Context: an optimization exercise on an open-source flow, tuned for small area, a short achievable clock period and few clock cycles per item. The choices shown serve that exercise and are no tape-out recipe.
Only simulation tests tie the RTL to the original design; equivalence was not proved.

File: flow/design.v
module simple_generic_matrix_mult #(
    parameter integer M = 3,
    parameter integer N = 3,
    parameter integer P = 3,
    parameter integer DATA_WIDTH = 8
)(
    input  wire clk,
    input  wire rst,
    input  wire start,
    input  wire signed [DATA_WIDTH-1:0] a_in,
    input  wire [$clog2(M*N)-1:0] a_addr,
    input  wire a_wen,
    input  wire signed [DATA_WIDTH-1:0] b_in,
    input  wire [$clog2(N*P)-1:0] b_addr,
    input  wire b_wen,
    output reg [2*DATA_WIDTH-1:0] c_out,
    output reg c_valid,
    output reg done
);
    reg signed [DATA_WIDTH-1:0] A [0:M*N-1];
    reg signed [DATA_WIDTH-1:0] B [0:N*P-1];
    reg [$clog2(M):0] row;
    reg [$clog2(P):0] col;
    reg [$clog2(N):0] k_count;
    reg signed [2*DATA_WIDTH + $clog2(N):0] accumulator;
    localparam IDLE     = 0;
    localparam COMPUTE  = 1;
    localparam ACC_FINAL= 2;
    localparam OUTPUT   = 3;
    localparam DONE_ST  = 4;
    reg [2:0] state;
    wire signed [2*DATA_WIDTH-1:0] product;
    assign product = $signed(A[row*N + k_count]) * $signed(B[k_count*P + col]);
    always @(posedge clk) begin
        if (a_wen) A[a_addr] <= a_in;
        if (b_wen) B[b_addr] <= b_in;
    end
    always @(posedge clk or posedge rst) begin
        if (rst) begin
            state <= IDLE;
            row <= 0;
            col <= 0;
            k_count <= 0;
            accumulator <= 0;
            c_valid <= 0;
            done <= 0;
            c_out <= 0;
        end else begin
            c_valid <= 0;
            case (state)
                IDLE: begin
                    done <= 0;
                    if (start) begin
                        row <= 0;
                        col <= 0;
                        k_count <= 0;
                        accumulator <= 0;
                        state <= COMPUTE;
                    end
                end
                COMPUTE: begin
                    accumulator <= accumulator + product;
                    if (k_count == N-1) state <= ACC_FINAL;
                    else k_count <= k_count + 1;
                end
                ACC_FINAL: state <= OUTPUT;
                OUTPUT: begin
                    c_out <= accumulator[2*DATA_WIDTH-1:0];
                    c_valid <= 1;
                    accumulator <= 0;
                    k_count <= 0;
                    if (col == P-1) begin
                        col <= 0;
                        if (row == M-1) state <= DONE_ST;
                        else begin
                            row <= row + 1;
                            state <= COMPUTE;
                        end
                    end else begin
                        col <= col + 1;
                        state <= COMPUTE;
                    end
                end
                DONE_ST: begin
                    done <= 1;
                    if (!start) state <= IDLE;
                end
                default: state <= IDLE;
            endcase
        end
    end
endmodule
File: flow/run.sh
#!/bin/bash
# synth_recipe.tcl (not shown) runs the flow's synth.tcl, then flattens the netlist and writes it again
# the make line also repeats each setting of config.mk as NAME=value (left out here)
make -C /OpenROAD-flow-scripts/flow DESIGN_CONFIG=/design/flow/config.mk WORK_HOME=/design/flow/orfs CLKGATE_MAP_FILE= SYNTH_SCRIPT=/design/flow/synth_recipe.tcl finish
File: flow/config.mk
export PLATFORM = sky130hd
export DESIGN_NAME = simple_generic_matrix_mult
export DESIGN_NICKNAME = simple_generic_matrix_mult
export VERILOG_FILES = /design/flow/design.v
export SDC_FILE = /design/flow/constraint.sdc
export NUM_CORES = 4
export LEC_CHECK = 0
export CAP_MARGIN = 20
export CORE_MARGIN = 2
export CORE_UTILIZATION = 40
export SLEW_MARGIN = 20
File: flow/constraint.sdc
create_clock -name core_clock -period 10.0 [get_ports {clk}]
set_input_delay 2.0000 -clock core_clock [delete_from_list [all_inputs] [get_ports {clk}]]
set_output_delay 2.0000 -clock core_clock [all_outputs]
set_load 0.01 [all_outputs]
==> qor_table.md, run 1 <==
| Group | Result | Reported |
|---|---|---|
| synth | Commonest register cell after synthesis | sky130_fd_sc_hd__edfxtp_1 |
| setup path | Dominant cell type by count on the critical path | sky130_fd_sc_hd__fa_1 |
| synth | Mapped Area | 0.0108 mm² |
| route | First DRT Iteration DRCs | 461 |
| timing | Total of endpoints with negative setup slack in the final report | 0 |
| route | Detail-routed via count per cell | 4.99 |
| clock tree | Number of levels in the clock H-tree | 4 |
| setup path | Buf+Inv Stages, Crit Path | 7 |
| synth | Synth Net Count | 943 |
| timing | Final Hold Fails | 0 |
| setup path | Critical path's slowest cell | sky130_fd_sc_hd__fa_1 |
| cells and area | Cell area after layout | 0.0121 mm² |
| placement | Routability cong. | 0.780 |
| setup path | Delay of the slowest cell on the worst path | 0.92 ns |
| floorplan | Count of boundary I/O pins | 47 |
| grt | Via count of the first global-routing pass | 6160 |
| cells and area | Synth-to-layout area growth | 12.8% |
| clock tree | Post-CTS setup buffers | 0 |
| setup path | CP top delay family | adder cells |
| clock tree | Register clock-pin slew on the reported worst setup and hold paths | 0.08 ns |
| timing | Setup repair after global routing missed its margin | false |
| setup path | CP required | 10.35 ns |
| timing | Headroom to the max-slew limit | 0.323 |
| synth | Fraction of synthesized cell area taken by the top area cell type | 0.402 |
| cells and area | Final standard cell utilization of the core | 0.454 |
| clock tree | Clock tree from TritonCTS | yes |
| cells and area | Diodes inserted | 0 |
| clock tree | Clock root buffer master | sky130_fd_sc_hd__clkbuf_16 |
| timing | Peak Freq | 135 MHz |
| timing | Clock skew | 0.0144 ns |
| floorplan | Die boundary height | 168 µm |
| route | # DRC | 0 |
| grt | First-pass GRT wire length | 33600 µm |
| setup path | Path type of the worst setup path | flop to flop |
| timing | Max Transition Viols Final | 0 |
| synth | Top post-synthesis cells by area | sky130_fd_sc_hd__edfxtp_1 40%, sky130_fd_sc_hd__fa_1 15%, sky130_fd_sc_hd__dfrtp_1 11% |
| synth | Biggest area consumer among synthesized cells | sky130_fd_sc_hd__edfxtp_1 |
| synth | Share of synthesized area occupied by flip-flops and latches | 0.508 |
| synth | Post-synthesis instance total | 792 |
| job | Max-Cap Viols | 0 |
| setup path | Element type at the critical path end | flop |
| floorplan | Die W | 168 µm |
| grt | Global route overflow | 0 |
| floorplan | Area of the core | 0.0267 mm² |
| timing | Final Cycle Share | 0.742 |
| route | Final Routed Wirelength | 20500 µm |
| timing | Fin worst setup slack | 2.58 ns |
| clock tree | Clock latency on the worst-skew pair | 0.44 ns |
| hold path | Path category of the worst min-delay check | flop to flop |
| route | Detail Route Antenna Nets | 0 |
| timing | Setup_tns | 0 ns |
| synth | Most frequent cells after synthesis | 144 x sky130_fd_sc_hd__edfxtp_1, 99 x sky130_fd_sc_hd__inv_1, 78 x sky130_fd_sc_hd__fa_1, 74 x sky130_fd_sc_hd__nand2_1, 71 x sky130_fd_sc_hd__nor2_1 |
| synth | FF+latch count, synth | 190 |
| synth | Fraction of registers with async set/reset | 0.242 |
| placement | Placed Area | 0.0116 mm² |
| route | Routed wirelength normalized by instance count | 17.1 µm |
| placement | Post-DP HPWL | 14700 µm |
| synth | Synthesized area divided by synthesized cell count | 13.6 µm² |
| route | Vias | 5969 |
| timing | Shortest period the worst path allows | 7.42 ns |
| cells and area | Layout cells sized above 1 | 0.0984 |
| setup path | Data arrival time of the critical path | 7.77 ns |
| setup path | Crit path launch type | flop |
| placement | Worst Setup Slack post-DPL | 2.48 ns |
| synth | Distinct cell type count after synthesis | 51 |
| synth | Number of warnings issued by yosys | 1 |
| placement | Number of input and output port buffers inserted | 46 |
| grt | Initial antenna violation count | 0 |
| floorplan | Die area | 0.0282 mm² |
| route | Number of iterations in the first detailed-routing pass | 4 |
| clock tree | Max clock buf depth | 2 |
| clock tree | Hold buffer count at CTS | 0 |
| clock tree | Clock tree sinks | 190 |
| clock tree | PostCTS Resize Cnt | 0 |
| grt | Pin count of the biggest net entering global routing | 47 |
| setup path | Critical path fanouts, max | 8 |
| cells and area | # nets final | 993 |
| synth | Number of enable-type register cells in the synthesized netlist | 144 |
| timing | Worst slew pin tran | 1.01 ns |
| floorplan | Floorplan row count | 60 |
| status | Result of the run | no timing/DRC/antenna violations |
| grt | GRT Overall Usage | 0.155 |
| synth | Most common cell in the netlist | sky130_fd_sc_hd__edfxtp_1 |
| floorplan | Starting Density | 0.403 |
| clock tree | Number of buffers created by CTS | 17 |
state kept, by name, summed over array words and instances (netlist names):
| register | cells |
|---|---|
| done | 1 |
| col | 3 |
| row | 3 |
| c_valid | 1 |
| k_count | 3 |
| accumulator | 16 |
| state | 3 |
| A | 72 |
| B | 72 |
| c_out | 16 |
metrics by stage:
stage / hold WS (ns) / std cells
2_1_floorplan: 0.468 / 792
3_3_place_gp: 0.457 / 1163
3_5_place_dp: 0.466 / 1163
4_1_cts: 0.486 / 1194
5_1_grt: 0.526 / 1195
6_report: 0.479 / 1195
worst reg2reg max path, cell delays in order (launching register included):
cell and delay [ns]:
sky130_fd_sc_hd__dfrtp_1 0.47, sky130_fd_sc_hd__inv_1 0.11, sky130_fd_sc_hd__fa_1 0.46, sky130_fd_sc_hd__inv_1 0.07, sky130_fd_sc_hd__ha_1 0.13, sky130_fd_sc_hd__inv_1 0.05
sky130_fd_sc_hd__fa_1 0.92, sky130_fd_sc_hd__mux2i_1 0.41, sky130_fd_sc_hd__nor2_1 0.12, sky130_fd_sc_hd__a21oi_4 0.28, sky130_fd_sc_hd__inv_2 0.07, sky130_fd_sc_hd__nand2_1 0.07
sky130_fd_sc_hd__fa_1 0.44, sky130_fd_sc_hd__fa_1 0.55, sky130_fd_sc_hd__inv_1 0.06, sky130_fd_sc_hd__fa_1 0.50, sky130_fd_sc_hd__fa_1 0.54, sky130_fd_sc_hd__inv_1 0.05
sky130_fd_sc_hd__fa_1 0.52, sky130_fd_sc_hd__inv_1 0.04, sky130_fd_sc_hd__ha_1 0.34, sky130_fd_sc_hd__a21oi_1 0.17, sky130_fd_sc_hd__o22ai_1 0.13, sky130_fd_sc_hd__o21ai_0 0.36
sky130_fd_sc_hd__a31oi_1 0.16, sky130_fd_sc_hd__xnor2_1 0.15, sky130_fd_sc_hd__o21ai_0 0.15
cells by family after synthesis:
| logic type | Yosys count | share of synthesized area |
|---|---|---|
| adders and majority gates | 122 | 0.196 |
| DFF | 190 | 0.508 |
| and+or+nand+nor | 208 | 0.0875 |
| xor gates and xnor gates | 21 | 0.0202 |
| buffers and inverters | 122 | 0.0488 |
| muxes | 49 | 0.0860 |
| AOI/OAI and AO/OA | 80 | 0.0529 |
per-layer routing:
layer | GRT usage | up-vias | routed length [µm]
met5 | 0 | - | 0
met4 | 0.0405 | 0 | 222
met3 | 0.0244 | 17 | 681
met2 | 0.245 | 108 | 9420
met1 | 0.227 | 3027 | 10100
li1 | - | 2817 | -
final timing paths:
| path | start | end | depth (start not counted) | slack (ns) |
|---|---|---|---|---|
| max in group asynchronous | rst | accumulator[11] | 3 | 7.70 |
| worst max-delay path | k_count[0] | accumulator[15] | 26 | 2.58 |
| min in group asynchronous | rst | col[0] | 2 | 1.82 |
| worst min register to register | c_out[9] | c_out[9] | 2 | 0.48 |
| worst min-delay path | c_out[9] | c_out[9] | 2 | 0.48 |
| worst max register to register | k_count[0] | accumulator[15] | 26 | 2.58 |
placed cells by master, fill, tap and decap left out, types with 17 or more instances in the layout:
cell / count
sky130_fd_sc_hd__clkbuf_16: 17
sky130_fd_sc_hd__clkdlybuf4s50_1: 46
sky130_fd_sc_hd__dfrtp_1: 46
sky130_fd_sc_hd__edfxtp_1: 144
sky130_fd_sc_hd__fa_1: 78
sky130_fd_sc_hd__ha_1: 43
sky130_fd_sc_hd__inv_1: 98
sky130_fd_sc_hd__mux4_2: 23
sky130_fd_sc_hd__nand2_1: 74
sky130_fd_sc_hd__nand2b_1: 19
sky130_fd_sc_hd__nor2_1: 71
sky130_fd_sc_hd__o21ai_0: 28
layout make-up:
| type | count | area [µm²] |
|---|---|---|
| multi-input combinational | 480 | 4800 |
| sequential | 190 | 5480 |
| fill | 2386 | 14600 |
| clock buffer | 17 | 425 |
| tap | 341 | 427 |
| clock inverter | 14 | 129 |
| timing repair buffer | 51 | 510 |
| inverter | 102 | 383 |
Testbench counts, summed over its fixed seeds: cycles 89,600, items 14,400.
==> run 2: changes to the inputs <==
==> flow/design.v (replaced) <==
module simple_generic_matrix_mult #(
    parameter integer M = 3,
    parameter integer N = 3,
    parameter integer P = 3,
    parameter integer DATA_WIDTH = 8
)(
    input  wire clk,
    input  wire rst,
    input  wire start,
    input  wire signed [DATA_WIDTH-1:0] a_in,
    input  wire [$clog2(M*N)-1:0] a_addr,
    input  wire a_wen,
    input  wire signed [DATA_WIDTH-1:0] b_in,
    input  wire [$clog2(N*P)-1:0] b_addr,
    input  wire b_wen,
    output reg [2*DATA_WIDTH-1:0] c_out,
    output reg c_valid,
    output reg done
);
    reg [7:0] A [0:8];
    reg [7:0] B [0:8];
    always @(posedge clk) begin
        if (a_wen) A[a_addr] <= a_in;
        if (b_wen) B[b_addr] <= b_in;
    end
    reg [3:0] t;
    reg [2:0] row, col;    
    wire adv = start | (t != 0);
    always @(posedge clk or posedge rst) begin
        if (rst) begin
            t <= 0;
            row <= 3'b001;
            col <= 3'b001;
            c_valid <= 0;
            done <= 0;
        end else begin
            c_valid <= adv;
            done <= (t == 8);
            t <= (t == 8) ? 4'd0 : adv ? t + 4'd1 : 4'd0;
            if (adv) begin
                col <= {col[1:0], col[2]};
                if (col[2]) row <= {row[1:0], row[2]};
            end
        end
    end
    wire [7:0] a0 = ({8{row[0]}} & A[0]) | ({8{row[1]}} & A[3]) | ({8{row[2]}} & A[6]);
    wire [7:0] a1 = ({8{row[0]}} & A[1]) | ({8{row[1]}} & A[4]) | ({8{row[2]}} & A[7]);
    wire [7:0] a2 = ({8{row[0]}} & A[2]) | ({8{row[1]}} & A[5]) | ({8{row[2]}} & A[8]);
    wire [7:0] b0 = ({8{col[0]}} & B[0]) | ({8{col[1]}} & B[1]) | ({8{col[2]}} & B[2]);
    wire [7:0] b1 = ({8{col[0]}} & B[3]) | ({8{col[1]}} & B[4]) | ({8{col[2]}} & B[5]);
    wire [7:0] b2 = ({8{col[0]}} & B[6]) | ({8{col[1]}} & B[7]) | ({8{col[2]}} & B[8]);
    wire signed [15:0] p0 = $signed(a0) * $signed(b0);
    wire signed [15:0] p1 = $signed(a1) * $signed(b1);
    wire signed [15:0] p2 = $signed(a2) * $signed(b2);
    always @(posedge clk) c_out <= p0 + p1 + p2;
endmodule
==> run 2 against run 1 <==
  * Still clean
  * First-iteration DRC count rose by 26%
  * Synthesized area rose by 25%
  * Global-route usage rose by 2.9 points
  * Final cell count rose by 42%
  * Utilization rose by 0.40 points
==> qor_table.md, run 2 <==
| Group | Result | Reported | Delta |
|---|---|---|---|
| floorplan | Area of the core | 0.0334 mm² | +25% |
| grt | Initial antenna violation count | 0 | unchanged |
| clock tree | Clock tree from TritonCTS | yes |  |
| setup path | CP top delay family | adder cells |  |
| route | Detail Route Antenna Nets | 0 | unchanged |
| grt | First-pass GRT wire length | 49400 µm | +47% |
| cells and area | Synth-to-layout area growth | 13.4% |  |
| synth | Post-synthesis instance total | 1150 | +45% |
| synth | Most frequent cells after synthesis | 259 x sky130_fd_sc_hd__inv_1, 213 x sky130_fd_sc_hd__fa_1, 144 x sky130_fd_sc_hd__edfxtp_1, 111 x sky130_fd_sc_hd__nor2_1, 93 x sky130_fd_sc_hd__nand2_1 |  |
| route | Number of iterations in the first detailed-routing pass | 6 | +2 |
| setup path | Dominant cell type by count on the critical path | sky130_fd_sc_hd__fa_1 |  |
| setup path | Critical path fanouts, max | 26 | +18 |
| timing | Setup repair after global routing missed its margin | false |  |
| synth | Number of warnings issued by yosys | 1 | unchanged |
| setup path | Delay of the slowest cell on the worst path | 0.95 ns | +0.03 ns |
| synth | Commonest register cell after synthesis | sky130_fd_sc_hd__edfxtp_1 |  |
| route | Routed wirelength normalized by instance count | 17.8 µm | +4.0% |
| cells and area | Layout cells sized above 1 | 0.0650 | -0.0334 |
| synth | Compound-Gate Fraction of Synth Area | 0.0446 | -0.00826 |
| setup path | Element type at the critical path end | flop |  |
| timing | Peak Freq | 134 MHz | -0.68% |
| clock tree | Hold buffer count at CTS | 0 | unchanged |
| timing | Clock skew | 0.0125 ns | -0.00189 ns |
| floorplan | Floorplan row count | 67 | +12% |
| hold path | Path category of the worst min-delay check | flop to flop |  |
| route | Vias | 8219 | +38% |
| hold path | Hold_sp | t[0] |  |
| synth | Distinct cell type count after synthesis | 39 | -24% |
| placement | Post-DP HPWL | 24400 µm | +66% |
| route | First DRT Iteration DRCs | 579 | +26% |
| setup path | Depth of the worst register-to-register path | 21 | -19% |
| setup path | CP required | 10.30 ns | -0.05 ns |
| route | Final Routed Wirelength | 30200 µm | +47% |
| synth | Most common cell in the netlist | sky130_fd_sc_hd__inv_1 |  |
| setup path | Flop2flop setup slack | 2.53 ns | -0.05 ns |
| clock tree | Number of levels in the clock H-tree | 4 | unchanged |
| hold path | Cell depth of the worst min-delay path | 1 | -1 |
| cells and area | Highest-count cells in the layout ignoring fill and taps | 259 x sky130_fd_sc_hd__inv_1, 213 x sky130_fd_sc_hd__fa_1, 144 x sky130_fd_sc_hd__edfxtp_1 |  |
| grt | Global route overflow | 0 | unchanged |
| synth | Fraction of synthesized cell area taken by the top area cell type | 0.321 | -0.0810 |
| timing | Hold Slack | 0.497 ns | +0.0173 ns |
| setup path | Data arrival time of the critical path | 7.78 ns | about the same |
| setup path | Startpoint of the worst-slack reg-to-reg timing path | row[1] |  |
| placement | Routability cong. | 0.883 | +13% |
| placement | Number of input and output port buffers inserted | 46 | unchanged |
| setup path | Critical path's slowest cell | sky130_fd_sc_hd__dfrtp_1 |  |
| grt | GRT Overall Usage | 0.184 | +0.0288 |
| clock tree | Clock latency on the worst-skew pair | 0.43 ns | about the same |
| floorplan | Starting Density | 0.404 | +0.00143 |
| floorplan | Count of boundary I/O pins | 47 | unchanged |
| setup path | Destination of the worst register-to-register timing path | c_out[15] |  |
| floorplan | Die W | 188 µm | +12% |
| timing | Final Cycle Share | 0.747 | +0.00508 |
| synth | Number of enable-type register cells in the synthesized netlist | 144 | unchanged |
| synth | Largest family of logic cells by synthesized area | adder cells |  |
| cells and area | Commonest non-fill, non-tap cell in the layout | sky130_fd_sc_hd__inv_1 |  |
| timing | Total of endpoints with negative setup slack in the final report | 0 | unchanged |
| clock tree | PostCTS Resize Cnt | 0 | unchanged |
| synth | Fraction of registers with async set/reset | 0.0698 | -0.172 |
| timing | Shortest period the worst path allows | 7.47 ns | +0.0508 ns |
| timing | Worst slew pin tran | 0.934 ns | -0.0769 ns |
| synth | Share of synthesized area occupied by flip-flops and latches | 0.367 | -0.142 |
| synth | Top post-synthesis cells by area | sky130_fd_sc_hd__edfxtp_1 32%, sky130_fd_sc_hd__fa_1 32%, sky130_fd_sc_hd__inv_1 7.2% |  |
| synth | Multiplexer area fraction after synthesis | 0.00325 | -0.0827 |
| clock tree | Register clock-pin slew on the reported worst setup and hold paths | 0.07 ns | about the same |
| synth | Post-synthesis share of cell area spent on and, or, nand and nor gates | 0.100 | +0.0129 |
| clock tree | Number of buffers created by CTS | 17 | unchanged |
| cells and area | Diodes inserted | 0 | unchanged |
| synth | Synth Area in Adders | 0.386 | +0.190 |
| floorplan | Die area | 0.0352 mm² | +25% |
| cells and area | Leading registers by flop count | A (72), B (72), c_out (16) |  |
| setup path | Crit path launch type | flop |  |
| grt | Via count of the first global-routing pass | 9067 | +47% |
| status | Result of the run | no timing/DRC/antenna violations |  |
| clock tree | Clock root buffer master | sky130_fd_sc_hd__clkbuf_16 |  |
| timing | Headroom to the max-slew limit | 0.375 | +0.0515 |
| clock tree | Max clock buf depth | 2 | unchanged |
| setup path | CP cell instances | a222oi_1, buf_4, nor2_1, inv_1, fa_1, fa_1, inv_1, fa_1, fa_1, fa_1, fa_1, inv_1, fa_1, inv_1, ha_1, o21a_1, o31a_1, o41a_1, or3_1, a31oi_1, xnor2_1 |  |
| grt | Pin count of the biggest net entering global routing | 27 | -43% |
| job | Max-Cap Viols | 0 | unchanged |
| timing | Final Hold Fails | 0 | unchanged |
| route | # DRC | 0 | unchanged |
| route | Detail-routed via count per cell | 4.85 | -2.9% |
| synth | Synth Net Count | 1467 | +56% |
| setup path | Path type of the worst setup path | flop to flop |  |
| synth | Biggest area consumer among synthesized cells | sky130_fd_sc_hd__edfxtp_1 |  |
| synth | Area share of xor/xnor cells in the synthesized design | 0.0214 | +0.00121 |
| hold path | End of the worst hold path | t[0] |  |
| clock tree | Clock tree sinks | 172 | -9.5% |
| setup path | Buf+Inv Stages, Crit Path | 5 | -2 |
| synth | Mapped Area | 0.0135 mm² | +25% |
| timing | Max Transition Viols Final | 0 | unchanged |
| timing | Setup_tns | 0 ns | unchanged |
| clock tree | Post-CTS setup buffers | 0 | unchanged |
| floorplan | Die boundary height | 188 µm | +12% |
| synth | FF+latch count, synth | 172 | -9.5% |
| synth | Synthesized area divided by synthesized cell count | 11.7 µm² | -14% |
| cells and area | # nets final | 1550 | +56% |
[run 2: cell count changes after synthesis, sizes merged, moves of 32 or more]
cell | before | now
inv | 102 | 260
fa | 78 | 213
nor2 | 71 | 111
dfrtp | 46 | 10
mux4 | 32 | 0
[run 2: cell families after synthesis]
logic type,count (synthesis)
multiplexers,4
buffers and inverters,280
AO/OA/AOI/OAI,74
flip-flops,172
AND/OR/NAND/NOR,299
XOR/XNOR,33
adder cells (fa/ha/maj),288
[run 2: worst max path at each step]
stage,start,endpoint,slack (ns),cells past startpoint
3_3_place_gp,row[1],c_out[15],2.60,21
4_1_cts,row[1],c_out[15],2.45,21
3_5_place_dp,row[1],c_out[15],2.47,21
6_report,row[1],c_out[15],2.53,21
2_1_floorplan,col[0],c_out[15],2.98,22
5_1_grt,row[1],c_out[15],2.07,21
[run 2: final cells by class]
type / count / area, µm²
inverter: 260 / 976
clock inverter: 15 / 145
clock buffer: 17 / 425
tap: 448 / 561
fill: 3127 / 18100
multi-input combinational: 698 / 7500
timing repair buffer: 84 / 738
sequential: 172 / 4950
[run 2: per-layer routing]
| metal | track usage | vias up | part of all wire |
|---|---|---|---|
| met5 | 0 | - | 0 |
| met4 | 0.0485 | 0 | 0.018 |
| met3 | 0.0283 | 36 | 0.050 |
| met2 | 0.313 | 223 | 0.49 |
| met1 | 0.247 | 4158 | 0.44 |
| li1 | - | 3802 | - |
[run 2: stage by stage]
step	setup WS [ns]	util	area (µm²)	std cells
CTS	2.45	0.458	15300	1691
global route	2.07	0.458	15300	1694
detailed placement	2.47	0.441	14700	1659
floorplan	2.98	-	13500	1150
finish	2.53	0.458	15300	1694
global placement	2.60	0.440	14700	1657
[run 2: worst register-to-register path: cells and delay by family (launching register included)]
family	cells	cell delay, ns
fa+ha+maj	8	3.75
compound gates	5	1.04
simple gates	2	1.04
flops	1	0.95
buf+inv	5	0.50
xor+xnor	1	0.09
Testbench counts of run 2, summed over its fixed seeds: cycles 28,800, items 14,400.

==> re-timing with driven ports <==
The results above use ideal ports. As a check the final layouts listed here were re-extracted and re-timed, cells and wires unchanged.
Step 1: set_driving_cell puts a clkbuf_16 on clk and a buf_2 on each other input, an assumption about the parent block.
Step 2 moves the port delays by t, midway between the first and last clock arrival at a register: inputs arrive t later, outputs are due t later. That takes back most of the time a late clock gives input paths.
a / b / c = no drivers / after step 1 / after step 2; a / b = the first two.
run	shift t [ns]	slack for setup (ns)	latest minus earliest clock arrival (ns)	worst slew at a driven data input, ns	pins driven straight from the clock port
run 1	0.477	2.580 / 2.580 / 2.580	0.015 / 0.015	0.04	1
run 2	0.478	2.529 / 2.529 / 2.529	0.014 / 0.014	0.03	1
After both steps setup and hold are still met in every run listed.
